What follows belongs to an exercise in optimizing a design on an open flow for small area and a short achievable clock period; a production flow would make more cautious choices. Where RTL was checked, it was by simulation tests only, not by an equivalence proof against the original. Function not checked in runs 2 to 5: the RTL went through the layout flow alone. The flow treats the clock pin as an ideal source. Dropping or thinning the clock tree relies on that and would not hold on a real chip. No activity file was given, so power comes from the tool's default toggle rates.

==> flow/design.v <==
module SPI (clk,rst_n,MOSI,MISO,SS_n,rx_data,rx_valid,tx_data,tx_valid);
input MOSI,SS_n,clk,rst_n;
output reg rx_valid;
output reg [9:0] rx_data;
input [7:0] tx_data;
input tx_valid;
output reg MISO;
reg chk, act, sh;
reg is_ra, is_rd;
reg rd_address_first;
reg [3:0] cnt;
reg [3:0] count_3;
wire send = act & is_rd & ~sh & tx_valid & ~count_3[3];
always @(posedge clk,negedge rst_n)
begin
    if(!rst_n) begin
        chk <= 1'b0;
        act <= 1'b0;
        sh <= 1'b0;
        rx_valid <= 1'b0;
        rd_address_first <= 1'b0;
        MISO <= 1'b0;
    end else begin
        chk <= ~SS_n & ~chk & ~act;
        act <= ~SS_n & (chk | act);
        sh <= ~SS_n & (chk | (sh & (cnt != 4'd9)));
        rx_valid <= act & ~sh;
        if(act & is_ra)
            rd_address_first <= 1'b1;
        else if(act & is_rd)
            rd_address_first <= 1'b0;
        if(send)
            MISO <= tx_data[~count_3[2:0]];
    end
end
always @(posedge clk)
begin
    if(chk) begin
        is_ra <= MOSI & ~rd_address_first;
        is_rd <= MOSI & rd_address_first;
    end
    if(!act)
        cnt <= 4'd0;
    else if(sh)
        cnt <= cnt + 4'd1;
    if(!act)
        count_3 <= 4'd0;
    else if(send)
        count_3 <= count_3 + 4'd1;
    if(sh)
        rx_data <= {rx_data[8:0],MOSI};
end
endmodule
module RAM_pr2(clk,rst_n,din,rx_valid,dout,tx_valid);
input [9:0] din;
input rx_valid,clk,rst_n;
output [7:0] dout;
output reg tx_valid;
reg [7:0] wr_address;
reg [7:0] cw;
reg valid;
reg [2:0] ph;
reg match_r;
reg [7:0] hi_oh;      
reg [3:0] lo_wb;      
reg [7:0] rd_r;
reg rd_ok;
reg [2047:0] st;
wire ld_addr = rx_valid & ~din[8];
wire wr = rx_valid & ~din[9] & din[8];
wire [7:0] addr_nx = ld_addr ? din[7:0] : wr_address;
wire match_nx = (ph + 3'd1) == addr_nx[2:0];
wire fetch = rd_ok & ~valid;
wire valid_nx = wr | (~ld_addr & (valid | fetch));
assign dout = cw;
always @(posedge clk,negedge rst_n) begin
    if(!rst_n)
        tx_valid<=0;
    else if(rx_valid)
        tx_valid<=din[9]&din[8];
end
integer k;
always @(posedge clk) begin
    ph <= ph + 3'd1;
    wr_address <= addr_nx;
    match_r <= match_nx;
    valid <= valid_nx;
    for (k = 0; k < 8; k = k + 1)
        hi_oh[k] <= addr_nx[7:5] == k;
    for (k = 0; k < 4; k = k + 1)
        lo_wb[k] <= (addr_nx[4:3] == k) & match_nx & valid_nx;
    if(wr)
        cw <= din[7:0];
    else if(fetch)
        cw <= rd_r;
end
reg [7:0] rd;
integer g;
always @(*) begin
    rd = 8'd0;
    for (g = 0; g < 8; g = g + 1)
        rd = rd | ({8{hi_oh[g]}} & st[{g[2:0],wr_address[4:3],6'd56} +: 8]);
end
always @(posedge clk) begin
    rd_r <= rd;
    rd_ok <= match_r & ~ld_addr;
end
genvar l, i;
generate
for (l = 0; l < 32; l = l + 1) begin : g_loop
    wire sel = hi_oh[l/4] & lo_wb[l%4];
    always @(posedge clk)
        st[l*64 +: 8] <= sel ? cw : st[l*64+56 +: 8];
    for (i = 1; i < 8; i = i + 1) begin : g_word
        always @(posedge clk)
            st[l*64+i*8 +: 8] <= st[l*64+(i-1)*8 +: 8];
    end
end
endgenerate
endmodule
module Master(SS_n,MOSI,MISO,clk,rst_n);
input MOSI,SS_n,clk,rst_n;
 output MISO;
 wire rx_valid;
wire [9:0] rx_data;
wire [7:0] tx_data;
wire tx_valid;
 SPI   s1 (clk,rst_n,MOSI,MISO,SS_n,rx_data,rx_valid,tx_data,tx_valid);
RAM_pr2  R1(clk,rst_n,rx_data,rx_valid,tx_data,tx_valid);
endmodule
==> flow/run.sh <==
#!/bin/bash
# synth_recipe.tcl (not shown) runs the flow's synth.tcl, then flattens the netlist and writes it again
# the make line also repeats each setting of config.mk as NAME=value (left out here)
make -C /OpenROAD-flow-scripts/flow DESIGN_CONFIG=/design/flow/config.mk WORK_HOME=/design/flow/orfs CLKGATE_MAP_FILE= SYNTH_SCRIPT=/design/flow/synth_recipe.tcl finish
==> flow/config.mk <==
export PLATFORM = sky130hd
export DESIGN_NAME = Master
export DESIGN_NICKNAME = Master
export VERILOG_FILES = /design/flow/design.v
export SDC_FILE = /design/flow/constraint.sdc
export NUM_CORES = 4
export LEC_CHECK = 0
export CAP_MARGIN = 20
export CORE_MARGIN = 2
export CORE_UTILIZATION = 35
export CTS_CLUSTER_DIAMETER = 100
export CTS_CLUSTER_SIZE = 30
export PLACE_DENSITY = 0.6
export SETUP_SLACK_MARGIN = 2.0
export SLEW_MARGIN = 20
==> flow/constraint.sdc <==
create_clock -name core_clock -period 3.7 [get_ports {clk}]
set_input_delay 0.7400 -clock core_clock [delete_from_list [all_inputs] [get_ports {clk}]]
set_output_delay 0.7400 -clock core_clock [all_outputs]
set_load 0.01 [all_outputs]
==> flow_summary_export.csv, run 1 <==
group,metric,value,unit
place,place_hpwl,51700,microns
flow_run,maxCapViolCount,0,
synthesis,synth_area,0.0484,sq mm
floorplanning,coreArea,0.137,sq mm
drt,route.detailed.drc,0,
worst_setup_path,cp_slowest_cell,"dfrtp_1",
synthesis,synth_compound_area_share,0.863,%
worst_setup_path,max_stage_delay,400,ps
finish,mostFrequentLayoutCells,"dfxtp_1, mux2_2, mux2i_1",
global_routing,grt.total_usage,11.3,%
floorplanning,start_util,35.2,%
power,pwr_density_cell,702,mW/mm^2
timing,tns,0,ps
worst_setup_path,end_kind,"output port",
timing,setup_viol,0,
timing,layout_min_cycle_time,1960,ps
timing,fmax,510,MHz
worst_setup_path,cp.required,2960,ps
finish,mostFrequentLayoutCell,"dfxtp_1",
floorplanning,dieWidth,376,microns
worst_setup_path,path_class,"reg -> out",
power,leakage,21.3,nW
timing,rsz0062_at_grt,"true",
worst_setup_path,start_kind,"register",
global_routing,grt_max_degree,34,
synthesis,synthMuxAreaShare,9.17,%
floorplanning,dieArea,0.141,sq mm
timing,final.period_utilization,53.0,%
global_routing,grt_pass1_vias,18091,
place,place.gp.congestion,0.785,
min_path,hold_class,"in -> async",
timing,holdWs,309,ps
finish,syn2layout_area_growth,11.4,%
timing,final.setup_skew,29.2,ps
timing,finalMaxSlewViolations,0,
synthesis,synth-seq-cells,2117,
worst_setup_path,reg2reg_from,"R1.wr_address[3]",
clocking,clkLatencyLatePin,680,ps
worst_setup_path,crit_chain,"buf_2",
drt,wl_per_cell,17.2,microns
worst_setup_path,cp_max_fo,2,
synthesis,synth_adder_area_share,0.103,%
worst_setup_path,path_buf_inv,1,
worst_setup_path,critPathArrivalTime,1220,ps
synthesis,synth_top_family_by_area,"multiplexers",
clocking,path_clk_slew,100,ps
clocking,cts.sinks,2117,
synthesis,synth_xor_area_share,0.163,%
power,ir_worst_vdd,0.316,mV
synthesis,postSynthCellCount,2770,
global_routing,antenna_found_initial,2,
timing,slew-limit-headroom,56.1,%
worst_setup_path,reg2reg_to,"R1.rd_r[5]",
drt,vias,18646,
clocking,clockBufferDepth,3,
drt,first_pass_iters,5,
worst_setup_path,r2r_slack,1790,ps
global_routing,grt_pass1_wl,118000,microns
finish,seq_area,0.0426,sq mm
finish,nets,2866,
drt,drt_iter0_markers,1042,
synthesis,synth_cell_types,35,
clocking,cts_tree,"done",
synthesis,synth-simple-area-share,1.11,%
synthesis,syn_area_per_cell,17.5,sq um
global_routing,grt_overflow,0,
place,port_buffers,4,
worst_setup_path,critical_path.top_delay_family,"flip-flops",
worst_setup_path,ff2ff_path_depth,7,
drt,routed_wirelength,80500,microns
run_status,status,"finished clean",
timing,tightest_slew,659,ps
timing,finalHoldViolCount,0,
synthesis,ys_warn_count,2,
synthesis,yosysSeqAreaShare,88.0,%
finish,fillCellCount,12383,
drt,detail-route-antenna-nets,0,
floorplanning,pin_count,5,
finish,drive_gt1_share,18.1,%
clocking,cts-root-buf,"clkbuf_16",
clocking,cts_max_level,3,
finish,multiInputGateArea,0.00601,sq mm
drt,viasPerCell,4.00,
synthesis,syn_nets,2778,
floorplanning,die_h,376,microns
clocking,cts_buffers,81,
floorplanning,rows,136,
## stage by stage
step,instances,util (%),power [W],setup WS (ps),instance area [sq um]
global placement,4520,36.8,0.0272,1100,50600
CTS,4653,38.9,0.0380,1670,53600
detailed placement,4520,36.8,0.0273,1090,50600
floorplan,2770,-,0.0266,1980,48500
global route,4666,39.2,0.0393,1660,54000
finish,4667,39.2,0.0379,1740,54000
## what timing repair did
item / in CTS / in global routing
gates resized for setup: 67 / 64
hold buffers: 0 / 0
setup endpoints to repair: 102 / 146
gates cloned: 8 / 1
pin swaps: 17 / 19
buffers inserted: 29 / 11
## synthesized netlist by cell type
| library cell | count | share of area [%] |
|---|---|---|
| nand2_1 | 54 | 0.42 |
| nor4_1 | 9 | 0.12 |
| dfrtp_1 | 7 | 0.36 |
| and2_1 | 7 | 0.090 |
| o21ai_0 | 2 | 0.021 |
| o32ai_1 | 1 | 0.018 |
| mux2i_1 | 107 | 2.2 |
| buf_1 | 5 | 0.039 |
| dfxtp_1 | 2090 | 86 |
| nor3_1 | 11 | 0.11 |
| a21oi_1 | 2 | 0.021 |
| clkbuf_1 | 43 | 0.33 |
| nor2_1 | 8 | 0.062 |
| o22ai_1 | 48 | 0.62 |
| mux2i_2 | 1 | 0.028 |
| nor2b_1 | 5 | 0.065 |
| a211oi_1 | 7 | 0.11 |
| ha_1 | 4 | 0.10 |
| nand2b_1 | 7 | 0.090 |
| o31a_1 | 1 | 0.018 |
| inv_1 | 13 | 0.10 |
| a41oi_1 | 1 | 0.018 |
| o211a_1 | 1 | 0.021 |
| xor2_1 | 3 | 0.054 |
| or4b_4 | 1 | 0.028 |
| buf_6 | 1 | 0.023 |
| nand4_1 | 1 | 0.013 |
| nand3_1 | 9 | 0.093 |
| mux2_2 | 264 | 6.1 |
| nand3b_1 | 1 | 0.016 |
| a22o_1 | 1 | 0.018 |
| xnor2_1 | 6 | 0.11 |
| mux4_2 | 17 | 0.79 |
| buf_2 | 12 | 0.12 |
| edfxtp_1 | 20 | 1.2 |
## cells by family after synthesis
logic type	after synthesis
AO/OA/AOI/OAI	64
XOR/XNOR	9
adder cells (fa/ha/maj)	4
buffers and inverters	74
flip-flops	2117
multiplexers	389
AND/OR/NAND/NOR	113
## layout make-up
class | instances | area share (%)
well taps | 1794 | 4.16
repair buffers | 66 | 1.57
flip-flops and latches | 2117 | 79.0
clock buffers | 89 | 3.89
multi-input cells | 579 | 11.1
clock inverters | 7 | 0.141
inverters | 13 | 0.0904
diodes | 2 | 0.00927
## worst max path at each step
stage / slack [ps] / start / cells past startpoint / end
finish: 1740 / s1.MISO / 1 / MISO
global route: 1660 / s1.MISO / 1 / MISO
CTS: 1670 / s1.MISO / 1 / MISO
detailed placement: 1090 / R1.wr_address[3] / 5 / R1.rd_r[3]
global placement: 1100 / R1.wr_address[3] / 5 / R1.rd_r[4]
floorplan: 1980 / s1.rx_data[8] / 6 / R1.lo_wb[2]
## per-layer routing
| metal | routed length (microns) | track usage [%] |
|---|---|---|
| met1 | 39200 | 15.5 |
| met2 | 36500 | 18.3 |
| met3 | 2300 | 1.87 |
| met4 | 2520 | 3.71 |
| met5 | 0 | 0 |
## report_power, final
part / total (W) / switching [W] / internal [W]
combinational: 0.00209 / 0.000993 / 0.00109
sequential: 0.0254 / 0.000746 / 0.0247
clock: 0.0104 / 0.00628 / 0.00413
total: 0.0379 / 0.00802 / 0.0299
## worst reg2reg max path: cells and delay by family (launching register included)
| kind | cells | cell delay (ps) |
|---|---|---|
| AND/OR/NAND/NOR | 2 | 570 |
| flip-flops | 1 | 470 |
| buffers and inverters | 3 | 390 |
| multiplexers | 1 | 200 |
| AO/OA/AOI/OAI | 1 | 150 |
## flip-flops by register name (all words and copies together) (netlist names), 3 cells and up
register and cells:
s1.count_3 4, R1.st 2048, s1.rx_data 10, R1.wr_address 8
R1.lo_wb 4, s1.cnt 4, R1.cw 8, R1.hi_oh 8
R1.ph 3, R1.rd_r 8
==> run 2: changes to the inputs <==
--- a/flow/design.v
+++ b/flow/design.v
@@ -58,8 +58,12 @@
 output reg tx_valid;
-reg [7:0] wr_address;
+reg [5:0] hi_oh;
+reg [1:0] lo;
+reg [1:0] part;
+reg [1:0] a10;
+reg is21;
 reg [7:0] cw;
 reg valid;
-reg [2:0] ph;
+reg [1:0] p3;         
+reg [1:0] p4;         
 reg match_r;
-reg [7:0] hi_oh;      
 reg [3:0] lo_wb;      
@@ -67,7 +71,27 @@
 reg rd_ok;
-reg [2047:0] st;
 wire ld_addr = rx_valid & ~din[8];
 wire wr = rx_valid & ~din[9] & din[8];
-wire [7:0] addr_nx = ld_addr ? din[7:0] : wr_address;
-wire match_nx = (ph + 3'd1) == addr_nx[2:0];
+wire [5:0] h = din[7:2];
+reg [2:0] d_hi;
+reg [1:0] d_lo, d_part;
+reg d_is21;
+always @(*) begin
+    d_is21 = 1'b0;
+    if (h[1:0] != 2'd3) begin
+        d_hi = {1'b0, h[5:4]}; d_lo = h[3:2]; d_part = h[1:0];
+    end else if (h[3:2] != 2'd3) begin
+        d_hi = 3'd4; d_lo = h[5:4]; d_part = h[3:2];
+    end else if (h[5:4] != 2'd3) begin
+        d_hi = 3'd5; d_lo = 2'd0; d_part = h[5:4];
+    end else begin
+        d_hi = 3'd5; d_lo = 2'd1; d_part = 2'd0; d_is21 = 1'b1;
+    end
+end
+wire [1:0] lo_nx = ld_addr ? d_lo : lo;
+wire [1:0] part_nx = ld_addr ? d_part : part;
+wire [1:0] a10_nx = ld_addr ? din[1:0] : a10;
+wire is21_nx = ld_addr ? d_is21 : is21;
+wire [1:0] p4_nx = p4 + 2'd1;
+wire [1:0] p3_nx = (p4 == 2'd3) ? ((p3 == 2'd2) ? 2'd0 : p3 + 2'd1) : p3;
+wire match_nx = (p4_nx == a10_nx) & (is21_nx | (p3_nx == part_nx));
 wire fetch = rd_ok & ~valid;
@@ -83,10 +107,16 @@
 always @(posedge clk) begin
-    ph <= ph + 3'd1;
-    wr_address <= addr_nx;
+    p4 <= p4_nx;
+    p3 <= p3_nx;
+    if(ld_addr) begin
+        for (k = 0; k < 6; k = k + 1)
+            hi_oh[k] <= d_hi == k;
+        lo <= d_lo;
+        part <= d_part;
+        a10 <= din[1:0];
+        is21 <= d_is21;
+    end
     match_r <= match_nx;
     valid <= valid_nx;
-    for (k = 0; k < 8; k = k + 1)
-        hi_oh[k] <= addr_nx[7:5] == k;
     for (k = 0; k < 4; k = k + 1)
-        lo_wb[k] <= (addr_nx[4:3] == k) & match_nx & valid_nx;
+        lo_wb[k] <= (lo_nx == k) & match_nx & valid_nx;
     if(wr)
@@ -96,2 +126,5 @@
 end
+wire [7:0] last [0:23];
+assign last[22] = 8'd0;
+assign last[23] = 8'd0;
 reg [7:0] rd;
@@ -100,4 +133,4 @@
     rd = 8'd0;
-    for (g = 0; g < 8; g = g + 1)
-        rd = rd | ({8{hi_oh[g]}} & st[{g[2:0],wr_address[4:3],6'd56} +: 8]);
+    for (g = 0; g < 6; g = g + 1)
+        rd = rd | ({8{hi_oh[g]}} & last[{g[2:0],lo}]);
 end
@@ -107,12 +140,11 @@
 end
-genvar l, i;
+genvar l;
 generate
-for (l = 0; l < 32; l = l + 1) begin : g_loop
+for (l = 0; l < 22; l = l + 1) begin : g_loop
+    localparam N = (l == 21) ? 4 : 12;
+    reg [8*N-1:0] w;
     wire sel = hi_oh[l/4] & lo_wb[l%4];
+    assign last[l] = w[8*N-8 +: 8];
     always @(posedge clk)
-        st[l*64 +: 8] <= sel ? cw : st[l*64+56 +: 8];
-    for (i = 1; i < 8; i = i + 1) begin : g_word
-        always @(posedge clk)
-            st[l*64+i*8 +: 8] <= st[l*64+(i-1)*8 +: 8];
-    end
+        w <= {w[8*N-9:0], sel ? cw : w[8*N-8 +: 8]};
 end
==> run 2 against run 1 <==
  * Still clean
  * Utilization fell by 0.15 points
  * First-iteration DRC count rose by 6.9%
  * Cell count down 4.0%
  * Critical path type unchanged
  * Largest power group unchanged
==> flow_summary_export.csv, run 2 <==
group,metric,value,unit
run_status,status,"finished clean",
synthesis,ys_warn_count,2,
drt,first_pass_iters,5,
worst_setup_path,max_stage_delay,410,ps
global_routing,grt.total_usage,10.1,%
finish,top_regs,"R1.g_loop.w x2048, s1.rx_data x10",
global_routing,grt_max_degree,32,
clocking,cts_hold_buf,0,
finish,fin_util,39.1,%
drt,wl_per_cell,15.5,microns
synthesis,synth-main-ff-cell,"dfxtp_1",
worst_setup_path,reg2reg_to,"R1.lo_wb[2]",
timing,tightest_slew,727,ps
floorplanning,coreArea,0.133,sq mm
synthesis,postSynthCellCount,2589,
timing,fmax,513,MHz
floorplanning,dieArea,0.137,sq mm
worst_setup_path,path_class,"reg -> out",
timing,rsz0062_at_grt,"true",
worst_setup_path,critical_path.top_delay_family,"flip-flops",
drt,route.detailed.drc,0,
synthesis,synth_edf_count,26,
synthesis,syn_nets,2597,
timing,slew-limit-headroom,51.5,%
global_routing,antenna_found_initial,2,
worst_setup_path,cp.required,2960,ps
finish,largest_reg_flops,2048,
synthesis,synth_top_area_cell,"dfxtp_1",
synthesis,synth_top_area_share,88.9,%
worst_setup_path,r2r_slack,1850,ps
finish,mostFrequentLayoutCell,"dfxtp_1",
worst_setup_path,cp_slowest_cell,"dfrtp_1",
worst_setup_path,crit_chain,"buf_6",
synthesis,syn_area_per_cell,18.1,sq um
clocking,cts_tree,"done",
flow_run,maxCapViolCount,0,
global_routing,grt_pass1_wl,102000,microns
worst_setup_path,path_buf_inv,1,
clocking,cts-root-buf,"clkbuf_16",
min_path,hold_depth,0,
power,ir_worst_vdd,0.294,mV
finish,nets,2705,
clocking,cts_max_level,3,
place,place_hpwl,44500,microns
timing,final.period_utilization,52.6,%
synthesis,yosysSeqAreaShare,90.9,%
worst_setup_path,ff2ff_path_depth,5,
min_path,min_to,"R1.g_loop[13].w[65]",
global_routing,grt_pass1_vias,16063,
synthesis,synth-seq-cells,2115,
timing,tns,0,ps
worst_setup_path,critPathArrivalTime,1210,ps
place,port_buffers,4,
global_routing,grt_overflow,0,
floorplanning,dieWidth,370,microns
power,leakage,20.5,nW
place,place_area,0.0491,sq mm
clocking,path_clk_slew,100,ps
drt,viasPerCell,3.83,
timing,setup_viol,0,
finish,fin_area,0.0521,sq mm
finish,mostFrequentLayoutCells,"dfxtp_1, mux2_2, clkbuf_16",
min_path,hold_class,"reg -> reg",
floorplanning,start_util,35.2,%
finish,syn2layout_area_growth,11.1,%
synthesis,async_flop_share,0.331,%
drt,detail-route-antenna-nets,0,
worst_setup_path,cp_max_fo,2,
drt,vias,17179,
place,place.gp.congestion,0.814,
synthesis,synth_cell_types,43,
finish,top_register,"R1.g_loop.w",
floorplanning,die_h,370,microns
min_path,min_from,"R1.g_loop[13].w[57]",
clocking,clkLatencyLatePin,680,ps
clocking,cts_buffers,80,
synthesis,synth_area_leaders,"dfxtp_1, mux2_2, edfxtp_1",
timing,finalMaxSlewViolations,0,
floorplanning,pin_count,5,
clocking,cts.sinks,2115,
worst_setup_path,start_kind,"register",
power,pwr_density_cell,705,mW/mm^2
synthesis,synth_commonest_cells,"dfxtp_1, mux2_2, nand2_1, clkbuf_1, mux4_2",
drt,routed_wirelength,69500,microns
timing,final.setup_skew,25.7,ps
floorplanning,rows,134,
worst_setup_path,end_kind,"output port",
synthesis,yosysMostFrequentCell,"dfxtp_1",
clocking,clockBufferDepth,3,
timing,finalHoldViolCount,0,
worst_setup_path,reg2reg_from,"s1.rx_data[8]",
drt,drt_iter0_markers,1114,
finish,drive_gt1_share,16.2,%
timing,layout_min_cycle_time,1950,ps
synthesis,synth_area,0.0469,sq mm
[run 2: cell types whose count changed in the layout (fill, tap and decap cells not counted), sizes merged, moves of 15 or more]
cell	previous run	this run
a221oi	0	17
mux2	264	185
mux2i	108	11
mux4	17	34
nor2	8	32
o21ai	2	17
o22ai	48	0
[run 2: metal layers]
metal	global-route usage (%)	vias up	part of all wire, %
met3	1.70	84	3.5
li1	-	8479	-
met2	15.1	212	43
met1	14.9	8404	52
met4	3.14	0	2.0
met5	0	-	0
[run 2: worst max path at each step]
stage,slack [ps],startpoint,to,cells after the start
2_1_floorplan,1940,s1.rx_data[8],R1.lo_wb[1],7
3_3_place_gp,1420,R1.lo[1],R1.rd_r[0],4
3_5_place_dp,1340,R1.lo[1],R1.rd_r[0],4
4_1_cts,1690,s1.MISO,MISO,1
5_1_grt,1680,s1.MISO,MISO,1
6_report,1750,s1.MISO,MISO,1
[run 2: area by class of cell]
class                   instances  area, sq um
fillers                     12057        81200
flip-flops and latches       2115        42600
multi-input cells             423         4420
well taps                    1768         2210
clock buffers                  91         2070
repair buffers                 68          656
clock inverters                 5         51.3
inverters                       9         41.3
diodes                          2         5.00
[run 2: power breakdown]
group / internal, W / switching [W] / total, W
clock network: 0.00405 / 0.00618 / 0.0102
registers: 0.0246 / 0.000624 / 0.0253
logic: 0.000622 / 0.000616 / 0.00124
total: 0.0293 / 0.00742 / 0.0367
[run 2: cell families (layout without fill, tap and decap cells)]
| logic type | Yosys count | in the layout | share of synthesized area (%) |
|---|---|---|---|
| AO/OA/AOI/OAI | 60 | 60 | 0.883 |
| buffers and inverters | 51 | 173 | 0.432 |
| XOR/XNOR | 8 | 8 | 0.149 |
| flip-flops | 2115 | 2115 | 90.9 |
| adder cells (fa/ha/maj) | 4 | 4 | 0.107 |
| multiplexers | 230 | 230 | 6.32 |
| other | 0 | 2 | 0 |
| AND/OR/NAND/NOR | 121 | 121 | 1.19 |
[run 2: repair_timing]
action                                  4_1_cts  5_1_grt
pin swaps                                     7       10
gates resized for setup                      71       39
cloned                                        1        0
setup buffers                                31       22
endpoints found under the setup margin      122      118
[run 2: through the flow]
| step | cells | hold WS [ps] | setup WS, ps | total power (W) |
|---|---|---|---|---|
| floorplan | 2589 | 310 | 1940 | 0.0262 |
| global route | 4479 | 325 | 1680 | 0.0382 |
| global placement | 4329 | 309 | 1420 | 0.0267 |
| CTS | 4457 | 305 | 1690 | 0.0371 |
| detailed placement | 4329 | 312 | 1340 | 0.0267 |
| finish | 4481 | 314 | 1750 | 0.0367 |
==> run 3: changes to the inputs <==
--- a/flow/config.mk
+++ b/flow/config.mk
@@ -9,6 +9,6 @@
 export CORE_MARGIN = 2
-export CORE_UTILIZATION = 35
+export CORE_UTILIZATION = 60
 export CTS_CLUSTER_DIAMETER = 100
 export CTS_CLUSTER_SIZE = 30
-export PLACE_DENSITY = 0.6
+export PLACE_DENSITY = 0.7
 export SETUP_SLACK_MARGIN = 2.0
==> run 3 against run 2 <==
  * Design area is 2.1% lower
  * Global-route usage increased by 7.4 points
  * Die area down 41%
  * Maximum frequency up 0.86%
  * Still clean
  * Synthesized cell count did not move
  * Synthesized area unchanged
  * Via count grew 1.1%
  * Largest cell class unchanged
  * Non-clock buffer count shrank 16
  * Largest power group unchanged
==> flow_summary_export.csv, run 3 <==
group,metric,value,unit
finish,nets,2689,
min_path,min_from,"R1.g_loop[14].w[82]",
min_path,min_to,"R1.g_loop[14].w[90]",
flow_run,maxCapViolCount,0,
clocking,cts-root-buf,"clkbuf_16",
worst_setup_path,cp_slowest_cell,"dfrtp_1",
timing,final.setup_skew,25.0,ps
floorplanning,dieWidth,284,microns
global_routing,grt_pass1_wl,105000,microns
synthesis,yosysMostFrequentCell,"dfxtp_1",
place,place_area,0.0482,sq mm
run_status,status,"finished clean",
place,place.gp.congestion,0.810,
clocking,cts_buffers,80,
worst_setup_path,cp_max_fo,2,
clocking,cts_hold_buf,0,
timing,final.period_utilization,52.2,%
global_routing,grt_overflow,0,
global_routing,grt.total_usage,17.5,%
place,post-place-ws,1370,ps
place,port_buffers,4,
synthesis,async_flop_share,0.331,%
worst_setup_path,reg2reg_to,"R1.lo_wb[2]",
clocking,cts.sinks,2115,
worst_setup_path,critical_path.top_delay_family,"flip-flops",
synthesis,syn_area_per_cell,18.1,sq um
finish,mostFrequentLayoutCell,"dfxtp_1",
worst_setup_path,reg2reg_from,"s1.rx_data[8]",
worst_setup_path,path_class,"reg -> out",
worst_setup_path,end_kind,"output port",
global_routing,antenna_found_initial,0,
synthesis,synth_top_area_share,88.9,%
clocking,clkLatencyLatePin,660,ps
timing,fmax,518,MHz
global_routing,grt_pass1_vias,17329,
finish,top_register,"R1.g_loop.w",
finish,mostFrequentLayoutCells,"dfxtp_1, mux2_2, clkbuf_16",
finish,syn2layout_area_growth,8.77,%
worst_setup_path,max_stage_delay,420,ps
synthesis,syn_nets,2597,
min_path,hold_depth,0,
finish,drive_gt1_share,15.4,%
floorplanning,coreArea,0.0775,sq mm
power,leakage,20.4,nW
synthesis,synth-seq-cells,2115,
clocking,cts_max_level,3,
place,place_hpwl,43800,microns
drt,viasPerCell,4.65,
drt,wl_per_cell,18.7,microns
power,pwr_density_cell,721,mW/mm^2
worst_setup_path,r2r_slack,1800,ps
finish,largest_reg_flops,2048,
synthesis,synth_area,0.0469,sq mm
finish,fin_area,0.0510,sq mm
finish,fillCellCount,5193,
drt,vias,17374,
global_routing,use_met3,3.25,%
floorplanning,start_util,60.5,%
clocking,cts_tree,"done",
timing,finalMaxSlewViolations,0,
global_routing,grt_max_degree,32,
synthesis,synth_commonest_cells,"dfxtp_1, mux2_2, nand2_1, clkbuf_1, mux4_2",
synthesis,synth_top_area_cell,"dfxtp_1",
synthesis,synth-main-ff-cell,"dfxtp_1",
global_routing,top_usage_layer,"met2",
timing,layout_min_cycle_time,1930,ps
floorplanning,dieArea,0.0804,sq mm
min_path,hold_class,"reg -> reg",
drt,first_pass_iters,5,
timing,tightest_slew,663,ps
timing,setup_viol,0,
synthesis,synth_area_leaders,"dfxtp_1, mux2_2, edfxtp_1",
clocking,path_clk_slew,100,ps
timing,slew-limit-headroom,55.8,%
worst_setup_path,crit_chain,"buf_6",
floorplanning,rows,102,
power,ir_worst_vdd,0.611,mV
drt,routed_wirelength,69700,microns
global_routing,grt.met2_usage,26.6,%
timing,tns,0,ps
drt,detail-route-antenna-nets,0,
synthesis,synth_cell_types,43,
worst_setup_path,cp.required,2960,ps
worst_setup_path,ff2ff_path_depth,5,
worst_setup_path,path_buf_inv,1,
timing,setup_ws,1770,ps
floorplanning,pin_count,5,
finish,top_regs,"R1.g_loop.w x2048, s1.rx_data x10",
power,p_total,0.0368,W
drt,drt_iter0_markers,1020,
floorplanning,die_h,284,microns
synthesis,postSynthCellCount,2589,
worst_setup_path,start_kind,"register",
global_routing,gr-usage-met1,25.1,%
synthesis,synth_edf_count,26,
place,placedCellCount,3603,
synthesis,yosysSeqAreaShare,90.9,%
timing,finalHoldViolCount,0,
drt,route.detailed.drc,0,
worst_setup_path,critPathArrivalTime,1190,ps
finish,instances_no_fill,3733,
clocking,clockBufferDepth,3,
timing,rsz0062_at_grt,"true",
synthesis,ys_warn_count,2,
## run 3: cell counts after synthesis
Identical to the previous run, type by type.
## run 3: kinds of logic after synthesis
kind of cell             Yosys count  share of synthesized area, %
flip-flops                      2115                          90.9
adder cells (fa/ha/maj)            4                         0.107
buffers and inverters             51                         0.432
AND/OR/NAND/NOR                  121                          1.19
multiplexers                     230                          6.32
AO/OA/AOI/OAI                     60                         0.883
XOR/XNOR                           8                         0.149
## run 3: cell type report
cell class              count  area (sq um)  share of cell area [%]
clock buffers              89          2100                    4.12
repair buffers             52           544                    1.07
diodes                      1          2.50                 0.00491
inverters                   9          41.3                  0.0809
well taps                1040          1300                    2.55
flip-flops and latches   2115         42600                    83.6
multi-input cells         423          4320                    8.47
clock inverters             4          50.0                  0.0981
## run 3: per-stage QoR
| stage | util (%) | hold WS [ps] |
|---|---|---|
| after CTS | 65.6 | 313 |
| final | 65.8 | 313 |
| after floorplan | - | 310 |
| after global routing | 65.8 | 309 |
| after detailed placement | 62.3 | 312 |
| after global placement | 62.2 | 309 |
## run 3: how the worst max path moves through the flow
stage	from	to	slack, ps	cells after the start
final	s1.MISO	MISO	1770	1
after global routing	s1.MISO	MISO	1720	1
after CTS	s1.MISO	MISO	1720	1
after detailed placement	R1.lo[0]	R1.rd_r[3]	1370	6
after global placement	R1.lo[0]	R1.rd_r[2]	1440	6
after floorplan	s1.rx_data[8]	R1.lo_wb[1]	1940	7
## run 3: per-layer routing
layer / up-vias / wire (microns) / share of wire, %
met2: 285 / 30400 / 44
met5: - / 0 / 0
met3: 130 / 2990 / 4.3
met4: 0 / 2410 / 3.5
li1: 8454 / - / -
met1: 8505 / 33800 / 49
## run 3: what timing repair did
item                                    4_1_cts  5_1_grt
cloned                                        2        0
pin swaps                                     6        3
resized for setup                            52       28
endpoints found under the setup margin      105      103
setup buffers                                24       10
## run 3: report_power, final
part	total [W]	leakage (nW)	switching (W)	internal [W]
combinational	0.00124	2.19	0.000609	0.000629
clock	0.0102	1.05	0.00615	0.00410
sequential	0.0253	17.1	0.000642	0.0246
total	0.0368	20.4	0.00740	0.0294
==> run 4: changes to the inputs <==
--- a/flow/design.v
+++ b/flow/design.v
@@ -89,9 +89,7 @@
 end
-wire [1:0] lo_nx = ld_addr ? d_lo : lo;
-wire [1:0] part_nx = ld_addr ? d_part : part;
-wire [1:0] a10_nx = ld_addr ? din[1:0] : a10;
-wire is21_nx = ld_addr ? d_is21 : is21;
 wire [1:0] p4_nx = p4 + 2'd1;
 wire [1:0] p3_nx = (p4 == 2'd3) ? ((p3 == 2'd2) ? 2'd0 : p3 + 2'd1) : p3;
-wire match_nx = (p4_nx == a10_nx) & (is21_nx | (p3_nx == part_nx));
+wire match_old = (p4_nx == a10) & (is21 | (p3_nx == part));
+wire match_new = (p4_nx == din[1:0]) & (d_is21 | (p3_nx == d_part));
+wire match_nx = ld_addr ? match_new : match_old;
 wire fetch = rd_ok & ~valid;
@@ -120,3 +118,3 @@
     for (k = 0; k < 4; k = k + 1)
-        lo_wb[k] <= (lo_nx == k) & match_nx & valid_nx;
+        lo_wb[k] <= (lo == k) & match_old & valid_nx;
     if(wr)
==> run 4 against run 3 <==
  * Synthesized area up 0.67%
  * Clock-buffer cell count down 2
  * Die area up 0.66%
  * Non-clock buffer count up 13
  * First-iteration DRC count up 4.6%
  * Power down 7.3%
  * Flip-flop and latch count unchanged
==> flow_summary_export.csv, run 4 <==
group,metric,value,unit
run_status,status,"finished clean",
synthesis,yosysMostFrequentCell,"dfxtp_1",
power,clock_power_share,30.0,%
finish,largest_reg_flops,2048,
worst_setup_path,cp.required,2960,ps
floorplanning,start_util,60.7,%
drt,drt_iter0_markers,1067,
place,post-place-ws,1250,ps
worst_setup_path,crit_chain,"buf_6",
clocking,cts_max_level,3,
power,pwr-share-comb,1.1,%
global_routing,use_met3,3.17,%
floorplanning,dieArea,0.0809,sq mm
timing,final.setup_skew,42.5,ps
global_routing,grt_pass1_vias,17395,
worst_setup_path,cp_slowest_cell,"dfrtp_1",
timing,tightest_slew,1100,ps
finish,fin_area,0.0514,sq mm
global_routing,grt.total_usage,18.0,%
synthesis,yosysSeqAreaShare,90.5,%
finish,syn2layout_area_growth,8.82,%
finish,mostFrequentLayoutCells,"dfxtp_1, mux2_2, clkbuf_16",
synthesis,synth_top_area_share,88.0,%
worst_setup_path,path_class,"reg -> out",
clocking,cts.sinks,2115,
finish,diodes,0,
synthesis,syn_nets,2609,
place,place.gp.congestion,0.866,
worst_setup_path,path_buf_inv,1,
worst_setup_path,cp_max_fo,2,
worst_setup_path,max_stage_delay,410,ps
power,switching_share,19.3,%
finish,mostFrequentLayoutCell,"dfxtp_1",
timing,finalHoldViolCount,0,
timing,fmax,516,MHz
synthesis,synth_area_leaders,"dfxtp_1, mux2_2, edfxtp_1",
global_routing,top_usage_layer,"met2",
power,sequentialPowerShare,68.9,%
global_routing,grt.met2_usage,28.7,%
floorplanning,rows,102,
synthesis,synth_area,0.0472,sq mm
synthesis,synth_top_area_cell,"dfxtp_1",
clocking,clockBufferDepth,3,
timing,rsz0062_at_grt,"true",
timing,holdWs,308,ps
drt,wl_per_cell,19.2,microns
power,ir_worst_vdd,0.500,mV
drt,detail-route-antenna-nets,0,
synthesis,synth_cell_types,49,
synthesis,syn_area_per_cell,18.2,sq um
clocking,cts_buffers,80,
synthesis,postSynthCellCount,2601,
global_routing,grt_overflow,0,
timing,layout_min_cycle_time,1940,ps
place,place_area,0.0485,sq mm
worst_setup_path,start_kind,"register",
finish,top_register,"R1.g_loop.w",
clocking,clkLatencyLatePin,670,ps
global_routing,antenna_found_initial,3,
clocking,cts_tree,"done",
worst_setup_path,critical_path.top_delay_family,"flip-flops",
worst_setup_path,critPathArrivalTime,1200,ps
drt,routed_wirelength,72300,microns
synthesis,synth-seq-cells,2115,
timing,setup_viol,0,
flow_run,maxCapViolCount,0,
floorplanning,coreArea,0.0777,sq mm
drt,route.detailed.drc,0,
power,p_switching,0.00658,W
power,leakage,20.5,nW
synthesis,synth_commonest_cells,"dfxtp_1, mux2_2, nand2_1, edfxtp_1, clkbuf_1",
synthesis,async_flop_share,0.331,%
power,pwr_density_cell,663,mW/mm^2
worst_setup_path,end_kind,"output port",
place,placedCellCount,3616,
floorplanning,dieWidth,285,microns
timing,tns,0,ps
finish,drive_gt1_share,15.9,%
global_routing,grt_pass1_wl,108000,microns
global_routing,grt_max_degree,32,
synthesis,synth_edf_count,33,
drt,viasPerCell,4.67,
drt,vias,17537,
clocking,cts-root-buf,"clkbuf_16",
global_routing,gr-usage-met1,26.0,%
place,place_hpwl,46600,microns
clocking,path_clk_slew,110,ps
synthesis,synth-main-ff-cell,"dfxtp_1",
place,port_buffers,4,
synthesis,ys_warn_count,2,
finish,instances_no_fill,3757,
finish,nets,2713,
min_path,hold_class,"reg -> reg",
timing,slew-limit-headroom,26.6,%
timing,finalMaxSlewViolations,0,
timing,setup_ws,1760,ps
floorplanning,pin_count,5,
finish,top_regs,"R1.g_loop.w x2048, s1.rx_data x10",
timing,final.period_utilization,52.4,%
floorplanning,die_h,285,microns
power,internal_power,0.0275,W
drt,first_pass_iters,5,
## run 4: cell types whose count changed in the layout (fill, tap and decap cells not counted), sizes merged, moves of 9 or more
cell | previous run | this run
a21oi | 11 | 20
mux2 | 185 | 206
a221oi | 17 | 8
buf | 48 | 59
nor2 | 32 | 18
## run 4: power groups by stage
| stage | logic [W] | registers [W] | clock network, W |
|---|---|---|---|
| after floorplan | 0.000197 | 0.0239 | 0 |
| after global placement | 0.000254 | 0.0240 | 0 |
| after detailed placement | 0.000264 | 0.0240 | 0 |
| after CTS | 0.000342 | 0.0235 | 0.0105 |
| after global routing | 0.000385 | 0.0235 | 0.0112 |
| final | 0.000364 | 0.0235 | 0.0102 |
## run 4: cell type report
cell class / instances / area [sq um]
sequential: 2115 / 42700
fill: 5125 / 26300
multi-input combinational: 436 / 4460
clock buffer: 87 / 2050
tap: 1040 / 1300
timing repair buffer: 65 / 724
clock inverter: 7 / 98.8
inverter: 7 / 26.3
## run 4: timing repair
| action | CTS | global route |
|---|---|---|
| endpoints found under the hold margin | 0 | 0 |
| setup buffers | 28 | 13 |
| setup endpoints to repair | 67 | 79 |
| pin swaps | 20 | 8 |
| cloned | 4 | 2 |
| gates resized for setup | 66 | 24 |
| hold buffers | 0 | 0 |
## run 4: final timing paths
path	from	to	slack, ps	cells past startpoint
setup / recovery	s1.MISO	MISO	1760	1
hold / removal	R1.g_loop[3].w[70]	R1.g_loop[3].w[78]	310	0
setup reg to reg	R1.lo[0]	R1.rd_r[7]	1790	7
hold reg to reg	R1.g_loop[3].w[70]	R1.g_loop[3].w[78]	310	0
max in group asynchronous	rst_n	s1.act	3080	1
min in group asynchronous	rst_n	R1.tx_valid	340	1
## run 4: kinds of logic after synthesis
logic type               count (synthesis)  synth area share (%)
flip-flops                            2115                  90.5
adder cells (fa/ha/maj)                  4                 0.106
multiplexers                           251                  6.61
XOR/XNOR                                13                 0.241
AO/OA/AOI/OAI                           68                  1.03
buffers and inverters                   50                 0.511
AND/OR/NAND/NOR                        100                  1.04
## run 4: metrics by stage
| stage | utilization (%) | power, W |
|---|---|---|
| floorplan | - | 0.0241 |
| global placement | 62.3 | 0.0243 |
| detailed placement | 62.3 | 0.0243 |
| CTS | 65.8 | 0.0343 |
| global route | 66.1 | 0.0351 |
| finish | 66.1 | 0.0341 |
## run 4: metal layers
metal / wire, microns / part of all wire [%]
met4: 1490 / 2.1
met1: 35200 / 49
met3: 2740 / 3.8
met5: 0 / 0
met2: 32900 / 45
==> run 5: changes to the inputs <==
--- a/flow/config.mk
+++ b/flow/config.mk
@@ -9,6 +9,6 @@
 export CORE_MARGIN = 2
-export CORE_UTILIZATION = 60
+export CORE_UTILIZATION = 70
 export CTS_CLUSTER_DIAMETER = 100
 export CTS_CLUSTER_SIZE = 30
-export PLACE_DENSITY = 0.7
+export PLACE_DENSITY = 0.8
 export SETUP_SLACK_MARGIN = 2.0
==> run 5 against run 4 <==
  * Power grew 0.48%
  * Highest routed layer is now met5
  * Synthesized area unchanged
  * Maximum frequency shrank 0.59%
  * Still clean
  * Largest cell class unchanged
==> flow_summary_export.csv, run 5 <==
group,metric,value,unit
place,place.gp.congestion,0.865,
timing,slew-limit-headroom,48.8,%
floorplanning,rows,95,
timing,tns,0,ps
power,p_total,0.0342,W
clocking,clockBufferDepth,3,
floorplanning,dieWidth,264,microns
drt,detail-route-antenna-nets,0,
synthesis,synth_compound_area_share,1.03,%
synthesis,ys_warn_count,2,
finish,fin_area,0.0510,sq mm
power,pwr_density_cell,672,mW/mm^2
timing,final.period_utilization,52.7,%
floorplanning,die_h,264,microns
finish,nets,2700,
floorplanning,start_util,70.5,%
worst_setup_path,start_kind,"register",
worst_setup_path,cp_slowest_cell,"dfrtp_1",
drt,viasPerCell,5.02,
clocking,cts_max_level,3,
synthesis,synthMuxAreaShare,6.61,%
synthesis,synth_top_area_share,88.0,%
synthesis,syn_nets,2609,
synthesis,synth-simple-area-share,1.04,%
worst_setup_path,critical_path.top_delay_family,"flip-flops",
clocking,cts_tree,"done",
worst_setup_path,cp.depth,1,
synthesis,yosysMostFrequentCell,"dfxtp_1",
drt,drt_iter0_markers,1230,
worst_setup_path,reg2reg_to,"R1.rd_r[5]",
finish,largest_reg_flops,2048,
finish,diodes,0,
finish,top_register,"R1.g_loop.w",
min_path,min_to,"R1.g_loop[14].w[54]",
drt,first_pass_iters,8,
clocking,cts-root-buf,"clkbuf_16",
worst_setup_path,r2r_slack,1790,ps
floorplanning,dieArea,0.0695,sq mm
synthesis,yosysSeqAreaShare,90.5,%
power,pwr-share-comb,1.1,%
power,clock_power_share,30.3,%
power,switching_share,19.6,%
timing,layout_min_cycle_time,1950,ps
drt,wl_per_cell,22.3,microns
worst_setup_path,ff2ff_path_depth,7,
synthesis,syn_area_per_cell,18.2,sq um
global_routing,gr-usage-met1,30.8,%
drt,route.detailed.drc,0,
global_routing,grt_overflow,0,
global_routing,grt.total_usage,23.3,%
finish,mostFrequentLayoutCells,"dfxtp_1, mux2_2, clkbuf_16",
min_path,min_from,"R1.g_loop[14].w[46]",
timing,finalHoldViolCount,0,
global_routing,top_usage_layer,"met2",
synthesis,postSynthCellCount,2601,
global_routing,grt_max_degree,32,
timing,tightest_slew,766,ps
synthesis,synth_commonest_cells,"dfxtp_1, mux2_2, nand2_1, edfxtp_1, clkbuf_1",
place,post-place-ws,1500,ps
place,place_hpwl,46300,microns
synthesis,async_flop_share,0.331,%
synthesis,synth_xor_area_share,0.241,%
global_routing,antenna_found_initial,1,
drt,vias,17957,
floorplanning,coreArea,0.0669,sq mm
min_path,hold_class,"reg -> reg",
global_routing,grt_pass1_vias,18866,
worst_setup_path,reg2reg_from,"R1.lo[0]",
clocking,cts_hold_buf,0,
worst_setup_path,path_buf_inv,1,
timing,fmax,513,MHz
worst_setup_path,cp_max_fo,2,
finish,fin_util,76.2,%
power,p_switching,0.00671,W
synthesis,synth_top_area_cell,"dfxtp_1",
synthesis,synth_adder_area_share,0.106,%
power,internal_power,0.0275,W
place,place_area,0.0482,sq mm
flow_run,maxCapViolCount,0,
finish,syn2layout_area_growth,7.94,%
worst_setup_path,max_stage_delay,410,ps
global_routing,use_met3,3.80,%
clocking,clkLatencyLatePin,680,ps
finish,drive_gt1_share,15.4,%
synthesis,synth-seq-cells,2115,
finish,fillCellCount,3374,
synthesis,synth_cell_types,49,
worst_setup_path,path_class,"reg -> out",
global_routing,grt.met2_usage,38.6,%
min_path,hold_depth,0,
run_status,status,"finished clean",
power,ir_worst_vdd,0.585,mV
synthesis,synth_area_leaders,"dfxtp_1, mux2_2, edfxtp_1",
worst_setup_path,crit_chain,"buf_6",
clocking,path_clk_slew,110,ps
floorplanning,pin_count,5,
timing,setup_ws,1750,ps
global_routing,grt_pass1_wl,118000,microns
timing,setup_viol,0,
power,leakage,20.5,nW
timing,final.setup_skew,34.1,ps
synthesis,synth_area,0.0472,sq mm
finish,mostFrequentLayoutCell,"dfxtp_1",
worst_setup_path,critPathArrivalTime,1210,ps
synthesis,synth-main-ff-cell,"dfxtp_1",
drt,routed_wirelength,80000,microns
timing,finalMaxSlewViolations,0,
place,port_buffers,4,
worst_setup_path,cp.required,2960,ps
power,sequentialPowerShare,68.6,%
clocking,cts_buffers,80,
synthesis,synth_edf_count,33,
worst_setup_path,end_kind,"output port",
finish,top_regs,"R1.g_loop.w x2048, s1.rx_data x10",
synthesis,synth_top_family_by_area,"multiplexers",
clocking,cts.sinks,2115,
timing,rsz0062_at_grt,"true",
-- run 5: cell counts after synthesis --
No cell type changed its count.
-- run 5: layout make-up --
type / count / area (sq um) / share of cell area [%]
flip-flops and latches: 2115 / 42700 / 83.8
multi-input cells: 436 / 4430 / 8.69
clock buffers: 90 / 2080 / 4.09
well taps: 873 / 1090 / 2.14
repair buffers: 52 / 571 / 1.12
clock inverters: 5 / 51.3 / 0.101
inverters: 7 / 26.3 / 0.0516
-- run 5: per-layer routing --
metal / routed length [microns] / vias up
met4: 3110 / 2
li1: - / 8508
met2: 38600 / 414
met5: 7 / -
met1: 34600 / 8866
met3: 3590 / 167
-- run 5: cells by family (layout without fill, tap and decap cells) --
| family | after synthesis | count (layout) |
|---|---|---|
| flops | 2115 | 2115 |
| mux | 251 | 251 |
| simple gates | 100 | 100 |
| compound gates | 68 | 68 |
| buf+inv | 50 | 154 |
| xor+xnor | 13 | 13 |
| fa+ha+maj | 4 | 4 |
-- run 5: per-stage QoR --
step,instances,hold WS (ps)
floorplan,2601,310
global placement,3444,310
detailed placement,3444,312
CTS,3566,318
global route,3578,323
finish,3578,322
-- run 5: worst max path at each step --
stage	start	to	slack, ps
global placement	R1.lo[0]	R1.rd_r[7]	1590
finish	s1.MISO	MISO	1750
global route	R1.lo[0]	R1.rd_r[5]	1690
floorplan	R1.lo[0]	R1.rd_r[5]	2060
CTS	s1.MISO	MISO	1730
detailed placement	R1.lo[0]	R1.rd_r[5]	1500
-- run 5: power by group through the flow --
stage	clock, W	sequential [W]	combinational (W)
2_1_floorplan	0	0.0239	0.000197
3_3_place_gp	0	0.0240	0.000251
3_5_place_dp	0	0.0240	0.000263
4_1_cts	0.0105	0.0235	0.000344
5_1_grt	0.0112	0.0235	0.000384
6_report	0.0104	0.0235	0.000368
-- run 5: repair_timing --
action | CTS | global route
pin swaps | 14 | 4
resized for setup | 55 | 19
cloned | 6 | 0
endpoints found under the setup margin | 97 | 91
setup buffers | 21 | 12
==> run 6: changes to the inputs <==
--- a/flow/design.v
+++ b/flow/design.v
@@ -11,4 +11,4 @@
 reg [3:0] cnt;
-reg [3:0] count_3;
-wire send = act & is_rd & ~sh & tx_valid & ~count_3[3];
+wire send = act & is_rd & ~sh & tx_valid & ~cnt[3];
+wire last_bit = cnt == 4'd9;
 always @(posedge clk,negedge rst_n)
@@ -25,3 +25,3 @@
         act <= ~SS_n & (chk | act);
-        sh <= ~SS_n & (chk | (sh & (cnt != 4'd9)));
+        sh <= ~SS_n & (chk | (sh & ~last_bit));
         rx_valid <= act & ~sh;
@@ -32,3 +32,3 @@
         if(send)
-            MISO <= tx_data[~count_3[2:0]];
+            MISO <= tx_data[~cnt[2:0]];
     end
@@ -41,10 +41,6 @@
     end
-    if(!act)
+    if(!act || (sh && last_bit))
         cnt <= 4'd0;
-    else if(sh)
+    else if(sh || send)
         cnt <= cnt + 4'd1;
-    if(!act)
-        count_3 <= 4'd0;
-    else if(send)
-        count_3 <= count_3 + 4'd1;
     if(sh)
--- a/flow/config.mk
+++ b/flow/config.mk
@@ -9,6 +9,6 @@
 export CORE_MARGIN = 2
-export CORE_UTILIZATION = 70
+export CORE_UTILIZATION = 60
 export CTS_CLUSTER_DIAMETER = 100
 export CTS_CLUSTER_SIZE = 30
-export PLACE_DENSITY = 0.8
+export PLACE_DENSITY = 0.7
 export SETUP_SLACK_MARGIN = 2.0
==> run 6 against run 5 <==
  * Sequential power is essentially flat
  * Still clean
  * Register-to-register slack is essentially flat
  * Critical path type unchanged
  * Clock-buffer cell count shrank 3
  * Largest power group unchanged
  * Power shrank 0.78%
  * Clock power is essentially flat
==> flow_summary_export.csv, run 6 <==
group,metric,value,unit
finish,fin_area,0.0509,sq mm
floorplanning,pin_count,5,
timing,final.period_utilization,53.6,%
synthesis,async_flop_share,0.332,%
synthesis,syn_nets,2596,
drt,met2_length,32900,microns
run_status,status,"finished clean",
synthesis,synth_area,0.0470,sq mm
synthesis,synth_edf_count,33,
clocking,clkLatencyLatePin,660,ps
place,place_area,0.0483,sq mm
global_routing,grt_pass1_vias,17403,
timing,final.setup_skew,26.5,ps
synthesis,synth_top_area_cell,"dfxtp_1",
synthesis,synth_top_area_share,88.1,%
worst_setup_path,cp_slowest_cell,"dfrtp_1",
finish,mostFrequentLayoutCells,"dfxtp_1, mux2_2, clkbuf_16",
global_routing,grt.total_usage,18.2,%
floorplanning,dieArea,0.0806,sq mm
floorplanning,coreArea,0.0776,sq mm
synthesis,yosysMostFrequentCell,"dfxtp_1",
drt,viasPerCell,4.68,
worst_setup_path,crit_start,"s1.MISO",
drt,highest_layer,"met4",
clocking,cts-root-buf,"clkbuf_16",
timing,finalMaxSlewViolations,0,
finish,top_register,"R1.g_loop.w",
drt,met3WireLength,2480,microns
drt,detail-route-antenna-nets,0,
min_path,hold_class,"reg -> reg",
power,pwr_density_cell,667,mW/mm^2
floorplanning,dieWidth,284,microns
place,place.gp.congestion,0.873,
finish,top_regs,"R1.g_loop.w x2048, s1.rx_data x10",
global_routing,antenna_found_initial,2,
global_routing,grt_overflow,0,
finish,largest_reg_flops,2048,
clocking,cts_buffers,80,
place,placedCellCount,3606,
timing,tns,0,ps
clocking,cts.sinks,2111,
worst_setup_path,critical_path.top_delay_family,"flip-flops",
synthesis,synth-main-ff-cell,"dfxtp_1",
finish,mostFrequentLayoutCell,"dfxtp_1",
min_path,min_from,"R1.g_loop[15].w[84]",
synthesis,ys_warn_count,2,
worst_setup_path,start_kind,"register",
drt,first_pass_iters,5,
timing,slew-limit-headroom,55.9,%
power,leakage,20.4,nW
clocking,cts_max_level,3,
worst_setup_path,cp_max_fo,2,
place,post-place-ws,1160,ps
timing,rsz0062_at_grt,"true",
worst_setup_path,cp.required,2960,ps
clocking,clockBufferDepth,3,
floorplanning,die_h,284,microns
drt,wl_per_cell,19.4,microns
finish,syn2layout_area_growth,8.26,%
synthesis,synth_cell_types,48,
finish,fillCellCount,5253,
drt,drt-met1-wl,34600,microns
finish,drive_gt1_share,15.0,%
timing,setup_ws,1720,ps
worst_setup_path,critPathArrivalTime,1240,ps
synthesis,synth-seq-cells,2111,
synthesis,yosysSeqAreaShare,90.6,%
timing,tightest_slew,660,ps
floorplanning,rows,102,
floorplanning,start_util,60.6,%
synthesis,synth_area_leaders,"dfxtp_1, mux2_2, edfxtp_1",
clocking,cts_tree,"done",
flow_run,maxCapViolCount,0,
worst_setup_path,reg2reg_from,"R1.lo[0]",
worst_setup_path,max_stage_delay,430,ps
place,place_hpwl,46300,microns
drt,route.detailed.drc,0,
timing,setup_viol,0,
drt,vias,17461,
global_routing,grt_pass1_wl,108000,microns
drt,routed_wirelength,72400,microns
timing,layout_min_cycle_time,1980,ps
finish,nets,2688,
worst_setup_path,end_kind,"output port",
place,port_buffers,4,
timing,fmax,505,MHz
synthesis,synth_commonest_cells,"dfxtp_1, mux2_2, nand2_1, edfxtp_1, clkbuf_1",
power,ir_worst_vdd,0.542,mV
timing,finalHoldViolCount,0,
synthesis,syn_area_per_cell,18.2,sq um
worst_setup_path,path_class,"reg -> out",
worst_setup_path,path_buf_inv,1,
global_routing,grt_max_degree,32,
synthesis,postSynthCellCount,2589,
finish,instances_no_fill,3734,
clocking,path_clk_slew,110,ps
worst_setup_path,crit_chain,"buf_2",
drt,drt_iter0_markers,923,
[run 6: metal layers]
layer / global-route usage, % / up-vias
met5: 0 / -
met4: 6.55 / 0
met3: 2.78 / 127
met2: 29.1 / 294
met1: 25.4 / 8585
li1: - / 8455
[run 6: kinds of logic after synthesis]
group	after synthesis	synth area share, %
simple gates	97	0.958
mux	250	6.61
flops	2111	90.6
buf+inv	49	0.505
compound gates	68	1.02
xor+xnor	11	0.205
fa+ha+maj	3	0.0798
[run 6: worst paths after layout]
check / to / slack (ps) / cells past startpoint
max: MISO / 1720 / 1
min: R1.g_loop[15].w[92] / 320 / 0
max reg2reg: R1.rd_r[4] / 1780 / 8
min reg2reg: R1.g_loop[15].w[92] / 320 / 0
max in group asynchronous: s1.act / 3110 / 1
min in group asynchronous: s1.rx_valid / 330 / 1
[run 6: final cells by class]
type / instances / area (sq um) / area share (%)
antenna: 1 / 2.50 / 0.00491
clock buffer: 87 / 2050 / 4.02
clock inverter: 7 / 101 / 0.199
inverter: 8 / 30.0 / 0.0590
multi-input combinational: 429 / 4310 / 8.47
sequential: 2111 / 42600 / 83.7
tap: 1040 / 1300 / 2.56
timing repair buffer: 51 / 497 / 0.976
[run 6: repair_timing]
action,CTS,global route
setup endpoints to repair,100,90
gates resized for setup,47,13
cloned,2,0
hold endpoints to repair,0,0
buffers inserted,15,16
hold buffers,0,0
pin swaps,18,7
[run 6: report_power, final]
part | internal (W) | leakage (nW) | switching [W] | total, W
Combinational | 0.000149 | 2.17 | 0.000170 | 0.000320
Sequential | 0.0232 | 17.1 | 0.000197 | 0.0234
Clock | 0.00404 | 1.05 | 0.00617 | 0.0102
[run 6: stage by stage]
step | total power [W] | utilization (%) | hold WS, ps
floorplan | 0.0240 | - | 310
global placement | 0.0242 | 62.2 | 310
detailed placement | 0.0242 | 62.2 | 312
CTS | 0.0342 | 65.4 | 305
global route | 0.0351 | 65.6 | 316
finish | 0.0340 | 65.6 | 317
==> run 7: changes to the inputs <==
--- a/flow/design.v
+++ b/flow/design.v
@@ -55,3 +55,3 @@
 reg [5:0] hi_oh;
-reg [1:0] lo;
+reg [3:0] lo_oh;
 reg [1:0] part;
@@ -106,3 +106,4 @@
             hi_oh[k] <= d_hi == k;
-        lo <= d_lo;
+        for (k = 0; k < 4; k = k + 1)
+            lo_oh[k] <= d_lo == k;
         part <= d_part;
@@ -114,3 +115,3 @@
     for (k = 0; k < 4; k = k + 1)
-        lo_wb[k] <= (lo == k) & match_old & valid_nx;
+        lo_wb[k] <= lo_oh[k] & match_old & valid_nx;
     if(wr)
@@ -120,5 +121,3 @@
 end
-wire [7:0] last [0:23];
-assign last[22] = 8'd0;
-assign last[23] = 8'd0;
+wire [7:0] last [0:21];
 reg [7:0] rd;
@@ -127,4 +126,4 @@
     rd = 8'd0;
-    for (g = 0; g < 6; g = g + 1)
-        rd = rd | ({8{hi_oh[g]}} & last[{g[2:0],lo}]);
+    for (g = 0; g < 22; g = g + 1)
+        rd = rd | ({8{hi_oh[g/4] & lo_oh[g%4]}} & last[g]);
 end
==> flow/flow/run.sh (new file) <==
#!/bin/bash
# The standard layout, with the clock tree's top rebuilt after CTS
# (flow/post_cts.tcl, run by ORFS's POST_CTS_TCL hook). The ORFS run's
# output goes to standard_flow.log, its logs to orfs/logs.
set -euo pipefail
here=$(pwd)
export POST_CTS_TCL="$here/flow/post_cts.tcl"
bash standard.sh finish > "$here/standard_flow.log" 2>&1
==> flow/flow/post_cts.tcl (new file) <==
# POST_CTS_TCL hook of the ORFS cts step: rebuild the clock tree's top, then
# legalise and repair timing again as the cts step does.
source [file join [file dirname [info script]] retree.tcl]
retree_top
detailed_placement
estimate_parasitics -placement
repair_timing_helper
detailed_placement
check_placement -verbose
estimate_parasitics -placement
report_clock_latency
==> flow/flow/retree.tcl (new file) <==
# Rebuild the top of the clock tree that CTS made: the root buffer and the
# branch buffers under it are replaced by four buffers that the clock port
# drives directly, each driving the leaf buffers (the ones that drive the
# flip-flops) of one quarter of the die. The leaf level is kept as CTS made
# it, so every flip-flop still gets its clock through two buffers, with the
# same latency for all of them. Returns without change unless the tree is
# made of non-inverting clock buffers only.
proc drives_nothing {inst} {
  foreach it [$inst getITerms] {
    if {[$it isOutputSignal] && [$it getNet] ne "NULL"} {
      foreach s [[$it getNet] getITerms] { if {[$s isInputSignal]} { return 0 } }
    }
  }
  return 1
}

proc retree_top {} {
  set block [ord::get_db_block]
  set clk [$block findNet clk]
  set roots {}
  foreach it [$clk getITerms] { lappend roots [$it getInst] }
  if {[llength $roots] != 1} { puts "retree: clk drives [llength $roots] cells, not changed"; return }
  # walk the tree: inner buffers, leaf buffers, dummy loads
  set inner {}; set leaves {}; set dummies {}
  set todo $roots
  while {[llength $todo]} {
    set c [lindex $todo 0]; set todo [lrange $todo 1 end]
    set m [[$c getMaster] getName]
    set out {}
    foreach it [$c getITerms] { if {[$it isOutputSignal]} { set out [$it getNet] } }
    set sinks {}
    if {$out ne "" && $out ne "NULL"} {
      foreach it [$out getITerms] { if {[$it isInputSignal]} { lappend sinks $it } }
    }
    if {![string match "sky130_fd_sc_hd__clkbuf_*" $m]} { puts "retree: $m [$c getName] in the tree, not changed"; return }
    set kids {}; set regs 0
    foreach it $sinks {
      set i [$it getInst]
      if {[drives_nothing $i]} {
        lappend dummies $i
      } elseif {[string match "sky130_fd_sc_hd__clkbuf_*" [[$i getMaster] getName]] && [[$it getMTerm] getName] eq "A"} {
        lappend kids $i
      } else { incr regs }
    }
    if {$regs && [llength $kids]} { puts "retree: [$c getName] drives buffers and flip-flops, not changed"; return }
    if {$regs} { lappend leaves $c } else { lappend inner $c; foreach k $kids { lappend todo $k } }
  }
  if {[llength $leaves] < 8 || ![llength $inner]} { puts "retree: [llength $leaves] leaves, not changed"; return }
  puts "retree: [llength $inner] inner buffers, [llength $leaves] leaf buffers, [llength $dummies] dummy loads"
  # remove the old top
  foreach l $leaves { [$l findITerm A] disconnect }
  set dummies [lsort -unique $dummies]
  foreach d $dummies { foreach it [$d getITerms] { if {[$it getNet] ne "NULL"} { $it disconnect } }; odb::dbInst_destroy $d }
  foreach c $inner {
    set out [[$c findITerm X] getNet]
    foreach it [$c getITerms] { if {[$it getNet] ne "NULL"} { $it disconnect } }
    odb::dbInst_destroy $c
    if {[llength [$out getITerms]] == 0 && [llength [$out getBTerms]] == 0} { odb::dbNet_destroy $out }
  }
  # four groups of leaves: halves by x, then halves by y
  set pts {}
  foreach l $leaves {
    set b [$l getBBox]
    lappend pts [list $l [expr {([$b xMin] + [$b xMax]) / 2}] [expr {([$b yMin] + [$b yMax]) / 2}]]
  }
  set pts [lsort -integer -index 1 $pts]
  set h [expr {[llength $pts] / 2}]
  set groups {}
  foreach half [list [lrange $pts 0 [expr {$h - 1}]] [lrange $pts $h end]] {
    set half [lsort -integer -index 2 $half]
    set q [expr {[llength $half] / 2}]
    lappend groups [lrange $half 0 [expr {$q - 1}]] [lrange $half $q end]
  }
  set master [[ord::get_db] findMaster sky130_fd_sc_hd__clkbuf_16]
  set i 0
  foreach g $groups {
    set sx 0; set sy 0
    foreach p $g { set sx [expr {$sx + [lindex $p 1]}]; set sy [expr {$sy + [lindex $p 2]}] }
    set b [odb::dbInst_create $block $master "clkbuf_top_$i"]
    $b setLocation [expr {$sx / [llength $g]}] [expr {$sy / [llength $g]}]
    $b setPlacementStatus PLACED
    $b setSourceType TIMING
    set n [odb::dbNet_create $block "clknet_top_$i"]
    $n setSigType CLOCK
    [$b findITerm A] connect $clk
    [$b findITerm X] connect $n
    foreach p $g { [[lindex $p 0] findITerm A] connect $n }
    puts "retree: clkbuf_top_$i drives [llength $g] leaf buffers"
    incr i
  }
}
==> flow/standard.sh (new file) <==
#!/bin/bash
# synth_recipe.tcl (not shown) runs the flow's synth.tcl, then flattens the netlist and writes it again
# the make line also repeats each setting of config.mk as NAME=value (left out here)
make -C /OpenROAD-flow-scripts/flow DESIGN_CONFIG=/design/flow/config.mk WORK_HOME=/design/flow/orfs CLKGATE_MAP_FILE= SYNTH_SCRIPT=/design/flow/synth_recipe.tcl "${@:-finish}"
removed: flow/run.sh
==> run 7 against run 6 <==
  * Register-to-register slack improved by 30 ps
  * Via count increased by 2.5%
  * First-iteration DRC count increased by 40%
  * Critical path depth increased by 3
  * Power decreased by 0.17%
  * Global-route usage increased by 0.43 points
  * Routed wire length increased by 3.3%
  * Clock power decreased by 6%
  * Sequential power increased by 2%
  * Critical path type is now reg -> reg
  * Highest routed layer unchanged
==> flow_summary_export.csv, run 7 <==
group,metric,value,unit
global_routing,antenna_found_initial,3,
power,pwr-share-comb,1.3,%
timing,slew-limit-headroom,59.4,%
timing,finalHoldViolCount,0,
synthesis,ys_warn_count,2,
worst_setup_path,reg2reg_from,"R1.hi_oh[1]",
drt,drt_iter0_markers,1293,
run_status,status,"finished clean",
finish,mostFrequentLayoutCell,"dfxtp_1",
power,switching_share,19.1,%
power,leakage,20.2,nW
global_routing,grt_max_degree,31,
synthesis,syn_area_per_cell,17.9,sq um
global_routing,grt_overflow,0,
place,place_hpwl,45800,microns
synthesis,synth_cell_types,52,
worst_setup_path,critPathArrivalTime,2300,ps
power,internal_power,0.0274,W
floorplanning,start_util,60.5,%
timing,finalMaxSlewViolations,0,
worst_setup_path,reg2reg_to,"R1.rd_r[4]",
finish,instances_no_fill,3767,
floorplanning,dieArea,0.0802,sq mm
global_routing,grt_pass1_vias,17772,
synthesis,synth_area,0.0468,sq mm
synthesis,yosysSeqAreaShare,91.2,%
finish,mostFrequentLayoutCells,"dfxtp_1, mux2_2, clkbuf_16",
drt,routed_wirelength,74800,microns
floorplanning,rows,102,
timing,final.period_utilization,51.1,%
synthesis,syn_nets,2626,
min_path,hold_class,"reg -> reg",
finish,top_regs,"R1.g_loop.w x2048, s1.rx_data x10",
timing,tns,0,ps
finish,largest_reg_flops,2048,
synthesis,postSynthCellCount,2619,
worst_setup_path,cp_max_fo,20,
timing,final.setup_skew,50.8,ps
power,sequentialPowerShare,70.4,%
finish,nets,2736,
floorplanning,die_h,283,microns
power,p_total,0.0339,W
worst_setup_path,end_kind,"register",
drt,first_pass_iters,6,
clocking,path_clk_slew,110,ps
synthesis,synth-seq-cells,2113,
timing,setup_viol,0,
drt,vias,17892,
synthesis,synth_area_leaders,"dfxtp_1, mux2_2, edfxtp_1",
floorplanning,pin_count,5,
synthesis,synth_top_area_share,88.6,%
flow_run,maxCapViolCount,0,
worst_setup_path,ff2ff_path_depth,4,
power,clock_power_share,28.2,%
worst_setup_path,start_kind,"register",
synthesis,async_flop_share,0.331,%
floorplanning,dieWidth,283,microns
timing,holdWs,307,ps
place,placedCellCount,3626,
floorplanning,coreArea,0.0773,sq mm
drt,viasPerCell,4.75,
global_routing,grt.total_usage,18.6,%
power,p_switching,0.00649,W
place,port_buffers,4,
worst_setup_path,crit_start,"R1.hi_oh[1]",
global_routing,grt_pass1_wl,112000,microns
finish,syn2layout_area_growth,8.22,%
min_path,min_from,"R1.g_loop[17].w[70]",
clocking,clkLatencyLatePin,520,ps
synthesis,synth-main-ff-cell,"dfxtp_1",
drt,wl_per_cell,19.9,microns
timing,tightest_slew,607,ps
synthesis,yosysMostFrequentCell,"dfxtp_1",
worst_setup_path,cp.required,4110,ps
synthesis,synth_commonest_cells,"dfxtp_1, mux2_2, a22oi_1, nand2_1, edfxtp_1",
timing,layout_min_cycle_time,1890,ps
worst_setup_path,r2r_slack,1810,ps
place,place.gp.congestion,0.891,
drt,detail-route-antenna-nets,0,
synthesis,synth_top_area_cell,"dfxtp_1",
timing,fmax,529,MHz
worst_setup_path,endpoint,"R1.rd_r[4]",
synthesis,synth_edf_count,35,
power,pwr_density_cell,670,mW/mm^2
finish,fin_util,65.5,%
timing,rsz0062_at_grt,"true",
clocking,cts.sinks,2113,
drt,route.detailed.drc,0,
worst_setup_path,path_class,"reg -> reg",
finish,top_register,"R1.g_loop.w",
power,ir_worst_vdd,0.455,mV
finish,drive_gt1_share,13.6,%
## run 7: cell count changes after synthesis, sizes merged, moves of 9 or more
cell / delta
mux2: -24
mux2i: -15
buf: +9
nand2: -9
a22o: +11
o21ai: -11
a222oi: +25
mux4: -24
a22oi: +37
## run 7: layer usage
metal  GRT usage, %  vias to the layer above  wire [microns]
li1               -                     8633               -
met1           27.8                     8812           36800
met3           2.93                      108            3040
met2           28.7                      339           33200
met5              0                        -               0
met4           4.68                        0            1760
## run 7: logic make-up (layout without fill, tap and decap cells)
kind of cell | after synthesis | count (layout) | synth area share [%]
AO/OA/AOI/OAI | 134 | 134 | 2.18
other | 0 | 1 | 0
adder cells (fa/ha/maj) | 4 | 4 | 0.102
AND/OR/NAND/NOR | 104 | 104 | 1.07
XOR/XNOR | 11 | 11 | 0.206
flip-flops | 2113 | 2113 | 91.2
buffers and inverters | 66 | 173 | 0.666
multiplexers | 187 | 187 | 4.54
## run 7: through the flow
stage	instance area, sq um	setup WS [ps]
2_1_floorplan	46800	2110
3_3_place_gp	48000	1390
3_5_place_dp	48000	1370
5_1_grt	50600	1760
6_report	50600	1810
## run 7: final cells by class, without the clock buffers
type | instances | area (sq um)
multi-input cells | 440 | 3930
fillers | 5244 | 26700
repair buffers | 81 | 763
well taps | 1040 | 1300
diodes | 1 | 2.50
flip-flops and latches | 2113 | 42700
inverters | 17 | 71.3
## run 7: critical path: stages (launching register included)
cell	delay (ps)
edfxtp_1	450
buf_4	250
a222oi_1	390
o211ai_1	140
or4_1	540
## run 7: worst min-delay path by stage
stage | to | slack, ps | cells after the start
2_1_floorplan | R1.g_loop[0].w[10] | 310 | 0
3_3_place_gp | R1.g_loop[0].w[64] | 310 | 0
3_5_place_dp | R1.g_loop[20].w[78] | 310 | 0
5_1_grt | R1.g_loop[19].w[55] | 310 | 0
6_report | R1.g_loop[17].w[78] | 310 | 0
## run 7: power by group through the flow
stage / Clock [W] / Sequential [W] / Combinational, W
floorplan: 0 / 0.0243 / 0.000231
global placement: 0 / 0.0244 / 0.000321
detailed placement: 0 / 0.0244 / 0.000330
global route: 0.0106 / 0.0240 / 0.000470
finish: 0.00958 / 0.0239 / 0.000444

Check on run 7: ideal ports give 1.809 ns setup slack; a clkbuf_16 on the clock port and buf_2 on the inputs give 1.803 ns; moving port delays by the midpoint clock arrival (0.635 ns) as well gives 1.809 ns.
